This is an optimization exercise on Yosys and OpenROAD, whose aim is small area and a short achievable clock period, not a production implementation. Only simulation tests tie the RTL to the original design; equivalence was not proved. Power and IR drop assume default switching activity.

[flow/config.mk]
export PLATFORM = sky130hd
export DESIGN_NAME = pipelined_mips
export DESIGN_NICKNAME = pipelined_mips
export VERILOG_FILES = /design/flow/design.v
export SDC_FILE = /design/flow/constraint.sdc
export NUM_CORES = 4
export LEC_CHECK = 0
export CAP_MARGIN = 20
export CORE_MARGIN = 2
export CORE_UTILIZATION = 50
export CTS_CLUSTER_DIAMETER = 60
export CTS_CLUSTER_SIZE = 25
export SLEW_MARGIN = 20
[flow/constraint.sdc]
create_clock -name core_clock -period 9.0 [get_ports {clk}]
set_input_delay 1.8000 -clock core_clock [delete_from_list [all_inputs] [get_ports {clk}]]
set_output_delay 1.8000 -clock core_clock [all_outputs]
set_load 0.01 [all_outputs]
[flow/design.v]
`timescale 1ns/1ps
module pipelined_mips(
    input clk,
    input nrst,
    input [31:0] inst,
    input [31:0] data_in,
    output [31:0] data_out,
    output data_wr,
    output [31:0] inst_addr,
    output [31:0] data_addr,
    output [31:0] pc_IF,
    output [31:0] pc_ID,
    output [31:0] pc_EXE,
    output [31:0] pc_MEM,
    output [31:0] pc_WB
);
    integer i;
    reg [31:0] pc_f;
    reg [31:0] ir_d, pc_d;
    reg        sq_d;             
    reg [31:1] selA_d, selB_d;   
    reg [31:0] pc_e, b_e;
    reg [31:0] a_e;              
    reg [31:0] bx_e;             
    reg [15:0] imm_e;            
    reg [4:0]  wa_e;             
    reg        ar_e, m_e, and_e, or_e, slt_e, sll_e, srl_e;
    reg        lw_e, sw_e, rw_e, jal_e;
    reg        tka_e, tkeq_e, tkne_e;
    reg [31:0] pc_m, alu_m, b_m;
    reg [4:0]  wa_m;             
    reg        sw_m, rw_m, lw_m, jal_m;
    reg [31:0] pc_w;
    reg [31:0] wd_w;             
    reg [4:0]  wa_w;             
    reg        we_w;
    reg [31:0] rf [1:31];
    reg [31:1] vld;
    always @(posedge clk) begin
        for (i = 1; i < 32; i = i + 1)
            if (we_w && wa_w == i)
                rf[i] <= wd_w;
    end
    always @(posedge clk or negedge nrst) begin
        if (!nrst)
            vld <= 31'd0;
        else
            for (i = 1; i < 32; i = i + 1)
                if (we_w && wa_w == i)
                    vld[i] <= 1'b1;
    end
    wire [4:0] rt = ir_d[20:16];
    wire [4:0] rd = ir_d[15:11];
    reg [31:1] vld_next, selA_f, selB_f;
    always @(*)
        for (i = 1; i < 32; i = i + 1) begin
            vld_next[i] = vld[i] | (we_w && wa_w == i);
            selA_f[i] = vld_next[i] && inst[25:21] == i;
            selB_f[i] = vld_next[i] && inst[20:16] == i;
        end
    reg [31:0] rdA, rdB;
    always @(*) begin
        rdA = 32'd0;
        rdB = 32'd0;
        for (i = 1; i < 32; i = i + 1) begin
            rdA = rdA | ({32{selA_d[i]}} & rf[i]);
            rdB = rdB | ({32{selB_d[i]}} & rf[i]);
        end
    end
    wire [5:0] opc = ir_d[31:26];
    wire [5:0] fn  = ir_d[5:0];
    wire rtype  = opc == 6'h00;
    wire f_add  = rtype && fn == 6'h20;
    wire f_sub  = rtype && fn == 6'h22;
    wire f_and  = rtype && fn == 6'h24;
    wire f_or   = rtype && fn == 6'h25;
    wire f_slt  = rtype && fn == 6'h2A;
    wire f_sll  = rtype && fn == 6'h00;
    wire f_srl  = rtype && fn == 6'h02;
    wire f_jr   = rtype && fn == 6'h08;
    wire o_lw   = opc == 6'h23;
    wire o_sw   = opc == 6'h2B;
    wire o_addi = opc == 6'h08;
    wire o_andi = opc == 6'h0C;
    wire o_ori  = opc == 6'h0D;
    wire o_slti = opc == 6'h0A;
    wire o_beq  = opc == 6'h04;
    wire o_bne  = opc == 6'h05;
    wire o_j    = opc == 6'h02;
    wire o_jal  = opc == 6'h03;
    wire d_add  = o_lw | o_sw | o_addi | f_add;
    wire d_sub  = o_beq | o_bne | f_sub;
    wire d_and  = o_andi | f_and;
    wire d_or   = o_ori | f_or;
    wire d_slt  = o_slti | f_slt;
    wire d_src  = o_lw | o_sw | o_addi | o_andi | o_ori | o_slti;
    wire d_rw   = rtype | o_addi | o_andi | o_slti | o_ori | o_lw | o_jal;
    wire jump   = o_j | o_jal;
    wire [4:0] wa_d = o_jal ? 5'd31 : (rtype ? rd : rt);
    wire [31:0] opB_d = d_src ? {{16{ir_d[15]}}, ir_d[15:0]} : rdB;
    reg  [31:0] bx_d;
    always @(*)
        for (i = 0; i < 32; i = i + 1)
            bx_d[i] = f_sll ? rdB[31 - i] : (opB_d[i] ^ (d_sub | d_slt));
    wire [31:0] bx = bx_e;
    reg  [31:0] pg [0:5];
    reg  [31:0] pp [0:5];
    reg  [31:0] sum;
    integer l, j;
    always @(*) begin
        pg[0] = a_e & bx;
        pp[0] = a_e ^ bx;
        pg[0][0] = pg[0][0] | (pp[0][0] & m_e);
        for (l = 0; l < 5; l = l + 1) begin
            pg[l+1] = pg[l];
            pp[l+1] = pp[l];
            for (i = 0; i < 32; i = i + 1)
                if ((i >> l) & 1) begin
                    j = ((i >> (l + 1)) << (l + 1)) + (1 << l) - 1;
                    pg[l+1][i] = pg[l][i] | (pp[l][i] & pg[l][j]);
                    pp[l+1][i] = pp[l][i] & pp[l][j];
                end
        end
        sum = pp[0] ^ {pg[5][30:0], m_e};
    end
    wire lt = (a_e[31] ~^ bx[31]) ? a_e[31] : sum[31];
    wire [4:0] sh = imm_e[10:6];
    wire [31:0] shr = bx >> sh;
    reg  [31:0] shl;
    always @(*)
        for (i = 0; i < 32; i = i + 1)
            shl[i] = shr[31 - i];
    wire [31:0] alu_res = ({32{ar_e}}  & sum)
                        | ({32{and_e}} & (a_e & bx))
                        | ({32{or_e}}  & (a_e | bx))
                        | {31'd0, slt_e & lt}
                        | ({32{sll_e}} & shl)
                        | ({32{srl_e}} & shr);
    wire eq = a_e == b_e;
    wire pc_src = tka_e | (tkeq_e & eq) | (tkne_e & ~eq);
    wire [31:0] btarget = {pc_e[31:2] + {{14{imm_e[15]}}, imm_e} + 30'd1, pc_e[1:0]};
    wire [31:0] pc4_f = {pc_f[31:2] + 30'd1, pc_f[1:0]};
    wire [3:0]  pc4_d_hi = pc_d[31:28] + {3'd0, &pc_d[27:2]};
    wire [31:0] jtarget = {10'd0, pc4_d_hi, ir_d[15:0], 2'b00};
    reg [31:0] npc;
    always @(*) begin
        case ({pc_src, jump, f_jr})
            3'b100:  npc = btarget;
            3'b010:  npc = jtarget;
            3'b001:  npc = rdA;
            default: npc = pc4_f;
        endcase
    end
    wire flush = pc_src | sq_d;
    wire [31:0] pc4_m = {pc_m[31:2] + 30'd1, pc_m[1:0]};
    wire [31:0] wd_m = jal_m ? pc4_m : (lw_m ? data_in : alu_m);
    always @(posedge clk or negedge nrst) begin
        if (!nrst) begin
            pc_f <= 32'd0;
            ir_d <= 32'd0; pc_d <= 32'd0; sq_d <= 1'b0;
            selA_d <= 31'd0; selB_d <= 31'd0;
            pc_e <= 32'd0; b_e <= 32'd0;
            ar_e <= 1'b0; m_e <= 1'b0; and_e <= 1'b0; or_e <= 1'b0;
            slt_e <= 1'b0; sll_e <= 1'b0; srl_e <= 1'b0;
            lw_e <= 1'b0; sw_e <= 1'b0; rw_e <= 1'b0; jal_e <= 1'b0;
            tka_e <= 1'b0; tkeq_e <= 1'b0; tkne_e <= 1'b0;
            pc_m <= 32'd0; alu_m <= 32'd0; b_m <= 32'd0;
            sw_m <= 1'b0; rw_m <= 1'b0; lw_m <= 1'b0; jal_m <= 1'b0;
            pc_w <= 32'd0; we_w <= 1'b0;
        end else begin
            pc_f <= npc;
            ir_d <= inst;
            selA_d <= selA_f;
            selB_d <= selB_f;
            pc_d <= pc_f;
            sq_d <= pc_src | jump | f_jr;
            pc_e <= pc_d;
            b_e <= rdB;
            ar_e  <= ~flush & (d_add | d_sub);
            m_e   <= ~flush & (d_sub | d_slt);
            and_e <= ~flush & d_and;
            or_e  <= ~flush & d_or;
            slt_e <= ~flush & d_slt;
            sll_e <= ~flush & f_sll;
            srl_e <= ~flush & f_srl;
            lw_e  <= ~flush & o_lw;
            sw_e  <= ~flush & o_sw;
            rw_e  <= ~flush & d_rw & (wa_d != 5'd0);
            jal_e <= o_jal;
            tka_e  <= o_beq & flush;
            tkeq_e <= o_beq & ~flush;
            tkne_e <= o_bne & ~flush;
            pc_m <= pc_e;
            alu_m <= alu_res;
            b_m <= b_e;
            sw_m <= sw_e; rw_m <= rw_e; lw_m <= lw_e; jal_m <= jal_e;
            pc_w <= pc_m;
            we_w <= rw_m;
        end
    end
    always @(posedge clk) begin
        a_e <= rdA;
        bx_e <= bx_d;
        imm_e <= ir_d[15:0];
        wa_e <= wa_d;
        wa_m <= wa_e;
        wa_w <= wa_m;
        wd_w <= wd_m;
    end
    assign inst_addr = pc_f;
    assign pc_IF = pc_f;
    assign pc_ID = pc_d;
    assign pc_EXE = pc_e;
    assign pc_MEM = pc_m;
    assign pc_WB = pc_w;
    assign data_addr = alu_m;
    assign data_out = b_m;
    assign data_wr = sw_m;
endmodule
[flow/flow/run.sh]
#!/bin/bash
# Layout with the standard flow (standard.sh), changing only how it optimises:
#  - no full/half-adder cell extraction in synthesis (ADDER_MAP_FILE empty), so the
#    parallel-prefix adder in the RTL is mapped by ABC as plain gates;
#  - port buffers are buf_2 instead of the default delay-buffer pick.
# The clock period, SDC and everything else are the standard flow's. Make's output goes to
# flow_standard.log here; each ORFS step logs under orfs/logs/.
set -euo pipefail
bash standard.sh ADDER_MAP_FILE= SETUP_SLACK_MARGIN=5.8 \
    "BUFFER_PORTS_ARGS=-buffer_cell sky130_fd_sc_hd__buf_2" finish > flow_standard.log 2>&1
[flow/standard.sh]
#!/bin/bash
# synth_recipe.tcl (not shown) runs the flow's synth.tcl, then flattens the netlist and writes it again
# the make line also repeats each setting of config.mk as NAME=value (left out here)
make -C /OpenROAD-flow-scripts/flow DESIGN_CONFIG=/design/flow/config.mk WORK_HOME=/design/flow/orfs CLKGATE_MAP_FILE= SYNTH_SCRIPT=/design/flow/synth_recipe.tcl "${@:-finish}"
==> impl_metrics.tcl, run 1 <==
set metrics [dict create \
    fin_crit_sh_pct 37.1 \
    fin_skew_ns 0.0596 \
    ys_seq_elements 1515 \
    die_y_um 359 \
    routed_wl_um 299000 \
    area_growth_pct 15.4 \
    root_buffer "clkbuf_16" \
    power_uw 16500 \
    place_area_um2 66600 \
    die-area_um2 129000 \
    fmax_mhz 300 \
    ys_seq_area_share_pct 67.1 \
    pin_count 323 \
    avgSynthCellArea_um2 13.4 \
    wl_per_cell_um 43.9 \
    crit_start "selA_d[28]" \
    ant_nets 0 \
    dp_hpwl_um 172000 \
    gp_congestion 0.978 \
    syn_inst 4685 \
    core_area_um2 125000 \
    design_area_um2 72700 \
    antenna_found_initial 23 \
    min-delay-start "wa_e[0]" \
    worstPathRequired_ns 9.62 \
    overflow 0 \
    drt_iter0_drc 11500 \
    drive_gt1_share_pct 22.5 \
    synth_edf_count 992 \
    worstPathArrival_ns 3.96 \
    setup_ws_ns 5.66 \
    vias 51700 \
    p_leak_uw 0.0268 \
    async_flop_share_pct 26.1 \
    initial_utilization_pct 50.3 \
    syn-cell-area_um2 63000 \
    crit_type "reg -> reg" \
    track_usage_pct 45.1 \
    vias_per_cell 7.59 \
    rsz0062_at_grt "yes" \
    final-setup-viol-count 0 \
    io_buffers 322 \
    min_period_ns 3.34 \
    hp-class "reg -> reg" \
    crit_fanout 28 \
    status "timing/DRC/antenna clean" \
    slew_headroom_pct 10.4 \
    cts_tree "built" \
    fin_nets 5109 \
    grt_first_pass_wirelength_um 400000 \
    fin_tns_setup_ns 0 \
    grt_max_degree 150 \
    drc 0 \
    die_width_um 359 \
    cts_sinks 1515 \
    end_kind "flop" \
    yosysUniqueCellTypes 84 \
    final_hold_viol_count 0 \
    grt_pass1_vias 48100 \
    tightest_slew_ns 1.33 \
    dr.pass1.iters 11 \
    place_ws_ns 4.54 \
    rows 130 \
    rr_startpoint "selA_d[28]" \
    htree_levels 3 \
    power.density_nw_per_um2 227 \
    syn-num-nets 4751 \
    clk_pin_slew_ns 0.09 \
    yosys_most_used_dff "edfxtp_1" \
    ys_warn_count 4 \
    slew_violations 0 \
    drv_cap 0 \
    clk_latency_ns 0.79 \
    ir_drop_mv 0.173 \
    cts-buffers-inserted 113 \
    cp-start-kind "flop" \
    ctsLongestPathBuffers 3 \
    final_core_util_pct 58.0 \
]
==> placed cells by master, fill, tap and decap left out, drive strengths merged, types with 33 or more instances in the layout <==
cell type | synthesis | routed
dfrtp | 396 | 396
a222oi | 74 | 74
xor2 | 94 | 94
mux2i | 88 | 88
nand4 | 88 | 88
clkinv | 0 | 38
a22oi | 682 | 682
xnor2 | 126 | 126
buf | 85 | 595
a22o | 134 | 134
o21ai | 167 | 167
inv | 62 | 106
a21o | 33 | 33
clkbuf | 269 | 122
a21oi | 81 | 81
nor2 | 149 | 150
nand2 | 236 | 236
or4 | 66 | 66
nor3 | 75 | 75
nand3 | 237 | 237
a221oi | 144 | 144
dfxtp | 127 | 127
edfxtp | 992 | 992
==> through the flow <==
| step | instances | hold WS [ns] |
|---|---|---|
| floorplan | 4685 | 0.310 |
| global placement | 6431 | 0.314 |
| CTS | 6774 | 0.336 |
| detailed placement | 6431 | 0.315 |
| global route | 6800 | 0.349 |
| finish | 6814 | 0.336 |
==> worst max-delay path: stages (launching register included) <==
cell and delay, ns:
dfrtp_4 0.56, buf_4 0.38, a22o_1 0.32, a221oi_1 0.24, nand3_1 0.13, or4_1 0.77
a221oi_1 0.49, o21ai_0 0.21
==> synth_stat cells (87+ instances only) <==
master | n | area [um^2]
a221oi_1 | 142 | 1240
a22o_1 | 134 | 1170
a22oi_1 | 682 | 5120
clkbuf_1 | 267 | 1000
dfrtp_1 | 396 | 9910
dfxtp_1 | 127 | 2540
edfxtp_1 | 992 | 29800
mux2i_1 | 88 | 881
nand2_1 | 236 | 886
nand3_1 | 236 | 1180
nand4_1 | 87 | 544
nor2_1 | 149 | 559
o21ai_0 | 164 | 821
xnor2_1 | 126 | 1100
xor2_1 | 93 | 815
==> final timing paths <==
kind / endpoint / slack, ns / cells past startpoint
min reg2reg: wa_m[0] / 0.34 / 0
max reg2reg: pc_f[16] / 5.66 / 7
min in group asynchronous: alu_m[26] / 0.96 / 1
max: pc_f[16] / 5.66 / 7
min: wa_m[0] / 0.34 / 0
max in group asynchronous: pc_f[27] / 6.62 / 2
==> report_power, final <==
part           switching (uW)  internal (uW)  total [uW]
clock                    2910           2620        5540
sequential                490           7830        8320
combinational            1580           1080        2660
total                    4980          11500       16500
==> metal layers <==
metal  track usage, %  vias up  routed length [um]
li1                 -    19400                   -
met1             54.2    25100               96600
met2             66.4     5579              127000
met3             17.7     1565               47800
met4             32.6       24               27400
met5                0        -                 497
==> what timing repair did <==
item / CTS / global route
hold buffers: 0 / 0
pin swaps: 20 / 34
cloned: 1 / 1
gates resized for setup: 208 / 83
buffers inserted: 127 / 18
setup endpoints to repair: 210 / 111
==> area by class of cell <==
class	instances	area (um^2)
well taps	1650	2060
inverters	62	240
repair buffers	595	4050
repair inverters	1	5.00
diodes	21	52.6
multi-input cells	2755	19700
fillers	9956	52600
clock buffers	122	2930
clock inverters	93	1100
flip-flops and latches	1515	42500
==> cell families (layout without fill, tap and decap cells) <==
kind of cell / Yosys count / count (layout) / synth area share (%)
simple gates: 978 / 979 / 7.88
xor+xnor: 220 / 220 / 3.07
fa+ha+maj: 25 / 25 / 0.407
flops: 1515 / 1515 / 67.1
other cells: 0 / 21 / 0
compound gates: 1425 / 1425 / 17.0
buf+inv: 416 / 873 / 2.69
mux: 106 / 106 / 1.92
==> sequential cells by signal (all words and copies together), names as in the netlist, 32 cells and up <==
| signal | flops |
|---|---|
| bx_e | 32 |
| pc_m | 32 |
| pc_e | 32 |
| alu_m | 32 |
| a_e | 32 |
| b_e | 32 |
| pc_d | 32 |
| pc_f | 32 |
| b_m | 32 |
| wd_w | 32 |
| pc_w | 32 |
| rf | 992 |
==> run 2: changes to the inputs <==
--- a/flow/flow/run.sh
+++ b/flow/flow/run.sh
@@ -8,3 +8,3 @@
 set -euo pipefail
-bash standard.sh ADDER_MAP_FILE= SETUP_SLACK_MARGIN=5.8 \
+bash standard.sh ADDER_MAP_FILE= SETUP_SLACK_MARGIN=6.0 \
     "BUFFER_PORTS_ARGS=-buffer_cell sky130_fd_sc_hd__buf_2" finish > flow_standard.log 2>&1
==> impl_metrics.tcl, run 2 <==
set metrics [dict create \
    grt_max_degree 137 \
    synth_xor_area_share_pct 3.07 \
    die_width_um 359 \
    rsz0062_at_grt "yes" \
    core_area_um2 125000 \
    rows 130 \
    yosys-top-cells-area "edfxtp_1, dfrtp_1, a22oi_1" \
    crit_type "reg -> out" \
    die_y_um 359 \
    synth_edf_count 992 \
    power.density_nw_per_um2 228 \
    worstPathRequired_ns 7.20 \
    vias_per_cell 7.56 \
    initial_utilization_pct 50.3 \
    syn-cell-area_um2 63000 \
    crit_slowest_cell "dfrtp_2" \
    async_flop_share_pct 26.1 \
    ant_nets 0 \
    cp.buffers_inverters 1 \
    htree_levels 3 \
    pin_count 323 \
    end_kind "output port" \
    drive_gt1_share_pct 25.6 \
    fin_tns_setup_ns 0 \
    dp_hpwl_um 165000 \
    min_period_ns 3.25 \
    synth_top_area_share_pct 47.3 \
    cp-start-kind "flop" \
    syn_inst 4685 \
    avgSynthCellArea_um2 13.4 \
    drt_iter0_drc 11200 \
    min-delay-start "wa_e[4]" \
    grt_first_pass_wirelength_um 400000 \
    fmax_mhz 307 \
    yosys_most_used_dff "edfxtp_1" \
    final_hold_viol_count 0 \
    top_register "rf" \
    ctsLongestPathBuffers 3 \
    status "timing/DRC/antenna clean" \
    syn-num-nets 4751 \
    worstPathArrival_ns 1.45 \
    synth-compound-area-share_pct 17.0 \
    synthSimpleGateAreaFrac_pct 7.88 \
    ys_seq_area_share_pct 67.1 \
    synth-adder-area-share_pct 0.407 \
    cts_tree "built" \
    clk_latency_ns 0.80 \
    final_cell_mix "edfxtp_1, a22oi_1, buf_4, nand2_1, nand3_1" \
    fin_crit_sh_pct 36.2 \
    tightest_slew_ns 1.27 \
    largest_register_ffs 992 \
    area_growth_pct 18.9 \
    synth_top_family_by_area "compound AO/OA/AOI/OAI gates" \
    overflow 0 \
    synth_top_area_cell "edfxtp_1" \
    path_delay_family "flip-flops" \
    crit_fanout 6 \
    dr.pass1.iters 12 \
    cpPeakStageDelay_ns 0.51 \
    slew_headroom_pct 15.1 \
    ir_drop_mv 0.161 \
    fin_skew_ns 0.0449 \
    synth_most_common_cell "edfxtp_1" \
    vias 52300 \
    dp.cells 6426 \
    design_area_um2 74900 \
    cts_sinks 1515 \
    whs_ns 0.336 \
    wl_per_cell_um 43.4 \
    cts-buffers-inserted 110 \
    final-setup-viol-count 0 \
    crit_chain "buf_6" \
    grt_pass1_vias 48800 \
    synthTopCellsByCount "edfxtp_1, a22oi_1, dfrtp_1" \
    ys_seq_elements 1515 \
    die-area_um2 129000 \
    ys_warn_count 4 \
    final_cells 6927 \
    antenna_found_initial 24 \
    holdBufCountCts 0 \
    final_common_cell "edfxtp_1" \
    ff2ff_setup_slack_ns 5.88 \
    drv_cap 0 \
    p_leak_uw 0.0276 \
    rr_startpoint "selA_d[23]" \
    routed_wl_um 301000 \
    track_usage_pct 45.1 \
    place_area_um2 66500 \
    fin_nets 5223 \
    crit_start "pc_f[2]" \
    clk_pin_slew_ns 0.09 \
    root_buffer "clkbuf_16" \
    hp-class "reg -> reg" \
    yosysUniqueCellTypes 84 \
    io_buffers 322 \
    slew_violations 0 \
    gp_congestion 1.00 \
    synth_mux_area_share_pct 1.92 \
    drc 0 \
]
run 2: cell counts after synthesis:
No cell type changed its count.
run 2: worst paths after layout:
path                                end  cells past startpoint
max                        inst_addr[2]                      1
min in group asynchronous     alu_m[31]                      1
min                             wa_m[4]                      0
max reg2reg                     pc_f[4]                      7
min reg2reg                     wa_m[4]                      0
max in group asynchronous      pc_m[25]                      3
run 2: layout make-up:
type	count	area [um^2]
Antenna cell	23	57.6
Clock buffer	117	2840
Clock inverter	92	1260
Fill cell	9709	50400
Inverter	62	240
Multi-Input combinational cell	2757	20100
Sequential cell	1515	42600
Tap cell	1650	2060
Timing Repair Buffer	709	5760
Timing Repair inverter	2	10.0
run 2: what timing repair did:
item | in CTS | in global routing
resized for setup | 401 | 145
setup endpoints to repair | 436 | 436
hold endpoints to repair | 0 | 0
buffers inserted | 195 | 69
gates cloned | 3 | 2
pin swaps | 48 | 41
run 2: cells by family after synthesis:
| group | Yosys count |
|---|---|
| and+or+nand+nor | 978 |
| xor gates and xnor gates | 220 |
| AOI/OAI and AO/OA | 1425 |
| buffers and inverters | 416 |
| muxes | 106 |
| DFF | 1515 |
| adders and majority gates | 25 |
run 2: through the flow:
stage               utilization [%]  power, uW  setup slack, ns
floorplan                         -       9400             6.01
global placement               53.1      10500             4.48
detailed placement             53.1      10500             4.58
CTS                            58.8      16700             5.73
global route                   59.7      17500             5.74
finish                         59.8      17100             5.75
run 2: layer usage:
metal	GRT usage (%)	vias up	wire (um)	part of all wire [%]
met4	33.6	11	28600	9.5
met2	66.0	5670	127000	42
met5	0.925	-	158	0.053
met1	53.6	25400	95600	32
li1	-	19700	-	-
met3	18.1	1587	49600	16
run 2: report_power, final:
| part | switching [uW] | internal, uW | total, uW |
|---|---|---|---|
| Combinational | 1680 | 1430 | 3120 |
| Sequential | 543 | 7830 | 8370 |
| Clock | 3000 | 2590 | 5580 |
==> run 3: changes to the inputs <==
--- a/flow/design.v
+++ b/flow/design.v
@@ -103,3 +103,3 @@
         for (i = 0; i < 32; i = i + 1)
-            bx_d[i] = f_sll ? rdB[31 - i] : (opB_d[i] ^ (d_sub | d_slt));
+            bx_d[i] = f_sll ? rdB[31 - i] : opB_d[i];
     wire [31:0] bx = bx_e;
@@ -112,3 +112,2 @@
         pp[0] = a_e ^ bx;
-        pg[0][0] = pg[0][0] | (pp[0][0] & m_e);
         for (l = 0; l < 5; l = l + 1) begin
@@ -123,5 +122,5 @@
         end
-        sum = pp[0] ^ {pg[5][30:0], m_e};
-    end
-    wire lt = (a_e[31] ~^ bx[31]) ? a_e[31] : sum[31];
+        sum = pp[0] ^ {pg[5][30:0], 1'b0};
+    end
+    wire lt = (a_e[31] ~^ bx[31]) ? ~a_e[31] : ~sum[31];
     wire [4:0] sh = imm_e[10:6];
@@ -132,3 +131,3 @@
             shl[i] = shr[31 - i];
-    wire [31:0] alu_res = ({32{ar_e}}  & sum)
+    wire [31:0] alu_res = ({32{ar_e}}  & (sum ^ {32{m_e}}))
                         | ({32{and_e}} & (a_e & bx))
@@ -138,3 +137,3 @@
                         | ({32{srl_e}} & shr);
-    wire eq = a_e == b_e;
+    wire eq = &(a_e ^ b_e);
     wire pc_src = tka_e | (tkeq_e & eq) | (tkne_e & ~eq);
@@ -201,3 +200,3 @@
     always @(posedge clk) begin
-        a_e <= rdA;
+        a_e <= rdA ^ {32{d_sub | d_slt}};
         bx_e <= bx_d;
--- a/flow/flow/run.sh
+++ b/flow/flow/run.sh
@@ -8,3 +8,3 @@
 set -euo pipefail
-bash standard.sh ADDER_MAP_FILE= SETUP_SLACK_MARGIN=6.0 \
+bash standard.sh ADDER_MAP_FILE= SETUP_SLACK_MARGIN=5.8 \
     "BUFFER_PORTS_ARGS=-buffer_cell sky130_fd_sc_hd__buf_2" finish > flow_standard.log 2>&1
==> impl_metrics.tcl, run 3 <==
set metrics [dict create \
    grt_pass1_vias 48100 \
    dp.cells 6447 \
    wl_met1_um 94800 \
    place_ws_ns 5.13 \
    vias 51700 \
    syn-cell-area_um2 63400 \
    ys_seq_area_share_pct 66.7 \
    area_growth_pct 15.3 \
    cts_tree "built" \
    async_flop_share_pct 26.1 \
    track_usage_pct 44.3 \
    drc 0 \
    worstPathRequired_ns 9.64 \
    cts-buffers-inserted 111 \
    final_hold_viol_count 0 \
    routed_wl_um 294000 \
    yosys-top-cells-area "edfxtp_1, dfrtp_1, a22oi_1" \
    design_area_um2 73000 \
    rows 130 \
    dr.pass1.iters 12 \
    syn_inst 4708 \
    routed-wl-met2_um 124000 \
    wl_met3_um 47100 \
    grt_max_degree 128 \
    synthTopCellsByCount "edfxtp_1, a22oi_1, dfrtp_1" \
    tightest_slew_ns 1.21 \
    drt_iter0_drc 11100 \
    final_common_cell "edfxtp_1" \
    synth_top_area_share_pct 47.0 \
    vias_per_cell 7.59 \
    drive_gt1_share_pct 21.9 \
    top_register "rf" \
    fin_nets 5103 \
    synth_most_common_cell "edfxtp_1" \
    ys_seq_elements 1515 \
    grt_first_pass_wirelength_um 395000 \
    crit_fanout 17 \
    ir_drop_mv 0.156 \
    clk_pin_slew_ns 0.08 \
    rsz0062_at_grt "yes" \
    crit_type "reg -> reg" \
    dr.max_layer_used "met5" \
    die_width_um 360 \
    fin_skew_ns 0.0452 \
    cp-start-kind "flop" \
    overflow 0 \
    syn-num-nets 4774 \
    fmax_mhz 302 \
    drv_cap 0 \
    slew_violations 0 \
    status "timing/DRC/antenna clean" \
    final-setup-viol-count 0 \
    final_cell_mix "edfxtp_1, a22oi_1, buf_2, buf_4, dfrtp_1" \
    clk_latency_ns 0.80 \
    io_buffers 322 \
    worstPathArrival_ns 3.95 \
    initial_utilization_pct 50.4 \
    ant_nets 0 \
    die_y_um 360 \
    avgSynthCellArea_um2 13.5 \
    synth_top_area_cell "edfxtp_1" \
    dp_hpwl_um 169000 \
    slew_headroom_pct 18.5 \
    die-area_um2 130000 \
    final_cells 6802 \
    root_buffer "clkbuf_16" \
    htree_levels 3 \
    ctsLongestPathBuffers 3 \
    place_area_um2 66900 \
    wl_per_cell_um 43.2 \
    yosysUniqueCellTypes 78 \
    power.density_nw_per_um2 224 \
    antenna_found_initial 14 \
    p_leak_uw 0.0271 \
    synth_edf_count 992 \
    end_kind "flop" \
    hp-class "reg -> reg" \
    min_period_ns 3.32 \
    largest_register_ffs 992 \
    fin_tns_setup_ns 0 \
    fin_crit_sh_pct 36.8 \
    setup_ws_ns 5.68 \
    yosys_most_used_dff "edfxtp_1" \
    ys_warn_count 4 \
    pin_count 323 \
    core_area_um2 126000 \
    whs_ns 0.342 \
    gp_congestion 0.968 \
    cts_sinks 1515 \
]
## run 3: cell count changes in the layout (fill, tap and decap cells not counted), sizes merged, moves of 12 or more
cell   before  now
mux4       11   24
a21oi      82   99
mux2i      88   76
nand2     236  204
buf       708  577
xnor2     126  151
## run 3: kinds of logic (layout without fill, tap and decap cells)
family                     after synthesis  count (layout)  synth area share, %
buffers and inverters                  416             843                 2.68
muxes                                  102             102                 2.09
DFF                                   1515            1515                 66.7
AOI/OAI and AO/OA                     1435            1435                 17.0
other                                    0              16                    0
adders and majority gates               19              20                0.308
and+or+nand+nor                        970             970                 7.79
xor gates and xnor gates               251             251                 3.47
## run 3: worst max-delay path: stages, from the launching register on
cell	delay (ns)
dfrtp_2	0.70
buf_4	0.46
a22o_1	0.28
a221oi_1	0.24
nand3_1	0.11
or4_1	0.84
xnor2_1	0.50
## run 3: area by class of cell
| type | count | area, um^2 |
|---|---|---|
| antenna | 16 | 40.0 |
| clock buffer | 124 | 2980 |
| clock inverter | 88 | 1310 |
| inverter | 52 | 199 |
| timing repair buffer | 579 | 3880 |
| multi-input combinational | 2778 | 20000 |
| fill | 9917 | 52700 |
| sequential | 1515 | 42500 |
| tap | 1650 | 2060 |
## run 3: where the power goes
part	switching [uW]	leakage, uW	internal, uW
logic	1350	0.00981	955
registers	458	0.0152	7790
clock network	3000	0.00207	2780
## run 3: per-stage QoR
step	util [%]	total power (uW)
finish	58.1	16300
global route	58.1	16700
CTS	57.7	16200
detailed placement	53.2	10200
global placement	53.2	10200
floorplan	-	9240
## run 3: what timing repair did
| action | in CTS | in global routing |
|---|---|---|
| endpoints found under the setup margin | 186 | 93 |
| resized for setup | 173 | 81 |
| hold buffers | 0 | 0 |
| buffers inserted | 111 | 13 |
| pin swaps | 19 | 19 |
| cloned | 1 | 0 |
| hold endpoints to repair | 0 | 0 |
## run 3: per-layer routing
layer	up-vias	GRT usage, %
met5	-	1.96
met4	8	32.5
met3	1550	17.7
met2	5476	64.2
met1	25200	53.2
li1	19400	-
## run 3: final timing paths
kind / startpoint / to / slack, ns / cells after the start
worst max-delay path: selA_d[23] / a_e[26] / 5.68 / 6
worst min register to register: wa_m[1] / wa_w[1] / 0.34 / 0
worst max register to register: selA_d[23] / a_e[26] / 5.68 / 6
max in group asynchronous: nrst / pc_f[4] / 6.38 / 3
min in group asynchronous: nrst / alu_m[26] / 1.02 / 1
worst min-delay path: wa_m[1] / wa_w[1] / 0.34 / 0
==> run 4: changes to the inputs <==
--- a/flow/flow/run.sh
+++ b/flow/flow/run.sh
@@ -8,3 +8,3 @@
 set -euo pipefail
-bash standard.sh ADDER_MAP_FILE= SETUP_SLACK_MARGIN=5.8 \
+bash standard.sh ADDER_MAP_FILE= SETUP_SLACK_MARGIN=6.0 \
     "BUFFER_PORTS_ARGS=-buffer_cell sky130_fd_sc_hd__buf_2" finish > flow_standard.log 2>&1
==> impl_metrics.tcl, run 4 <==
set metrics [dict create \
    routed_wl_um 300000 \
    crit_slowest_cell "dfrtp_2" \
    switching_share_pct 29.2 \
    ys_seq_elements 1515 \
    path_delay_family "flip-flops" \
    drt_iter0_drc 11000 \
    crit_type "reg -> out" \
    dp.cells 6451 \
    final_cell_mix "edfxtp_1, a22oi_1, buf_4, nand3_1, dfrtp_1" \
    internal-power_uw 12000 \
    fin_nets 5199 \
    initial_utilization_pct 50.4 \
    largest_register_ffs 992 \
    drv_cap 0 \
    yosys-top-cells-area "edfxtp_1, dfrtp_1, a22oi_1" \
    clk_pin_slew_ns 0.09 \
    seqPwrFrac_pct 49.0 \
    ys_warn_count 4 \
    antenna_found_initial 14 \
    die_width_um 360 \
    tightest_slew_ns 1.16 \
    ctsLongestPathBuffers 3 \
    power_uw 16900 \
    crit_fanout 5 \
    final_hold_viol_count 0 \
    io_buffers 322 \
    root_buffer "clkbuf_16" \
    crit_chain "buf_4, buf_6" \
    cp.buffers_inverters 2 \
    syn-num-nets 4774 \
    cts-buffers-inserted 121 \
    ys_seq_area_share_pct 66.7 \
    whs_endpoint "wa_m[1]" \
    vias 52000 \
    grt_first_pass_wirelength_um 402000 \
    min-delay-start "wa_e[1]" \
    synth_top_area_cell "edfxtp_1" \
    net-switching-power_uw 4940 \
    ir_drop_mv 0.167 \
    fmax_mhz 303 \
    overflow 0 \
    worstPathArrival_ns 1.50 \
    pin_count 323 \
    area_growth_pct 18.4 \
    status "timing/DRC/antenna clean" \
    grt_max_degree 134 \
    drc 0 \
    worstPathRequired_ns 7.20 \
    top_register "rf" \
    async_flop_share_pct 26.1 \
    syn_inst 4708 \
    synth_most_common_cell "edfxtp_1" \
    nFillCells 9673 \
    cts_sinks 1515 \
    final_cells 6900 \
    rsz0062_at_grt "yes" \
    power_frac_comb_pct 15.5 \
    synth_top_area_share_pct 47.0 \
    cp-start-kind "flop" \
    gp_congestion 0.992 \
    end_kind "output port" \
    whs_ns 0.331 \
    cpPeakStageDelay_ns 0.46 \
    hold_depth 0 \
    min_period_ns 3.30 \
    syn-cell-area_um2 63400 \
    yosys_most_used_dff "edfxtp_1" \
    avgSynthCellArea_um2 13.5 \
    cts_tree "built" \
    ff2ff_setup_slack_ns 5.71 \
    rr_startpoint "selA_d[13]" \
    hp-class "reg -> reg" \
    final-setup-viol-count 0 \
    die-area_um2 130000 \
    clockPowerShare_pct 35.5 \
    p_leak_uw 0.0278 \
    yosysUniqueCellTypes 78 \
    rows 130 \
    fin_crit_sh_pct 36.6 \
    synth_edf_count 992 \
    rr_endpoint "pc_f[24]" \
    ant_nets 0 \
    slew_headroom_pct 22.9 \
    dr.pass1.iters 10 \
    core_area_um2 126000 \
    wl_per_cell_um 43.5 \
    die_y_um 360 \
    fin_skew_ns 0.0393 \
    slew_violations 0 \
    dp_hpwl_um 167000 \
    power.density_nw_per_um2 226 \
    track_usage_pct 45.1 \
    r2r_cells 11 \
    htree_levels 3 \
    final_common_cell "edfxtp_1" \
    grt_pass1_vias 48500 \
    clk_latency_ns 0.79 \
    drive_gt1_share_pct 24.8 \
    holdBufCountCts 0 \
    fin_tns_setup_ns 0 \
    vias_per_cell 7.53 \
    synthTopCellsByCount "edfxtp_1, a22oi_1, dfrtp_1" \
]
==> run 4: final cells by class <==
class / instances / area [um^2] / area share, %
flip-flops and latches: 1515 / 42600 / 56.7
repair buffers: 664 / 5320 / 7.09
well taps: 1650 / 2060 / 2.75
clock inverters: 97 / 1340 / 1.79
clock buffers: 134 / 3180 / 4.24
diodes: 9 / 22.5 / 0.0300
multi-input cells: 2779 / 20300 / 27.1
inverters: 52 / 199 / 0.265
==> run 4: worst max-delay path by stage <==
stage	from	end	slack (ns)	cells past startpoint
6_report	pc_e[2]	pc_EXE[2]	5.70	2
5_1_grt	pc_e[2]	pc_f[24]	5.64	11
4_1_cts	pc_f[19]	pc_IF[19]	5.71	1
3_5_place_dp	a_e[12]	pc_f[28]	4.90	10
3_3_place_gp	a_e[12]	pc_f[31]	4.87	10
2_1_floorplan	pc_e[6]	pc_f[28]	5.92	12
==> run 4: power groups by stage <==
stage          combinational [uW]  sequential [uW]  clock, uW
3_3_place_gp                 1650             8510          0
2_1_floorplan                 903             8340          0
5_1_grt                      2730             8310       6260
4_1_cts                      2410             8250       5990
3_5_place_dp                 1650             8520          0
6_report                     2630             8290       6010
==> run 4: metal layers <==
| metal | up-vias | track usage [%] | share of wire, % |
|---|---|---|---|
| met5 | - | 0 | 0.025 |
| met4 | 12 | 34.3 | 10 |
| met3 | 1662 | 17.5 | 16 |
| met2 | 5310 | 66.4 | 42 |
| met1 | 25400 | 53.4 | 32 |
| li1 | 19600 | - | - |
==> run 4: what timing repair did <==
| item | 4_1_cts | 5_1_grt |
|---|---|---|
| cloned | 2 | 0 |
| setup endpoints to repair | 335 | 334 |
| setup buffers | 152 | 55 |
| pin swaps | 28 | 24 |
| endpoints found under the hold margin | 0 | 0 |
| resized for setup | 380 | 109 |
==> run 4: metrics by stage <==
| stage | setup slack [ns] | instance area, um^2 | util (%) |
|---|---|---|---|
| 2_1_floorplan | 5.92 | 63400 | - |
| 3_3_place_gp | 4.87 | 67000 | 53.3 |
| 3_5_place_dp | 4.90 | 67000 | 53.3 |
| 4_1_cts | 5.71 | 74100 | 59.0 |
| 5_1_grt | 5.64 | 75000 | 59.6 |
| 6_report | 5.70 | 75000 | 59.7 |
==> run 4: cell families (layout without fill, tap and decap cells) <==
logic type	count (synthesis)	after routing	share of synthesized area (%)
flip-flops	1515	1515	66.7
AO/OA/AOI/OAI	1435	1435	17.0
AND/OR/NAND/NOR	970	971	7.79
buffers and inverters	416	947	2.68
XOR/XNOR	251	251	3.47
multiplexers	102	102	2.09
adder cells (fa/ha/maj)	19	20	0.308
other	0	9	0

[separate check: timing with driven ports]
In the flow no input, the clock included, has a driving cell. The finished layouts below were timed again as built, in two steps.
Step 1 sets driving cells, clkbuf_16 on the clock port and buf_2 on the other inputs (assumed; they add their load-dependent delay and slew).
Step 2 moves the port delays by t, midway between the first and last clock arrival at a register: inputs arrive t later, outputs are due t later. That takes back most of the time a late clock gives input paths.
a / b / c = no drivers / after step 1 / after step 2; a / b = the first two.
run	shift t [ns]	slack for setup (ns)	worst slew at a driven data input, ns	cell pins on the clock port's net
run 1	0.849	5.662 / 5.622 / 5.614	0.15	1
run 2	0.861	5.746 / 5.661 / 5.553	0.11	1
run 3	0.862	5.684 / 5.666 / 5.553	0.08	1
run 4	0.857	5.703 / 5.619 / 5.477	0.07	1
After both steps every run listed still meets setup and hold. The setup slack of run 4, which loses most, moves by -0.084 ns with the drivers and by -0.226 ns with both steps. Setup slack includes reset recovery checks.
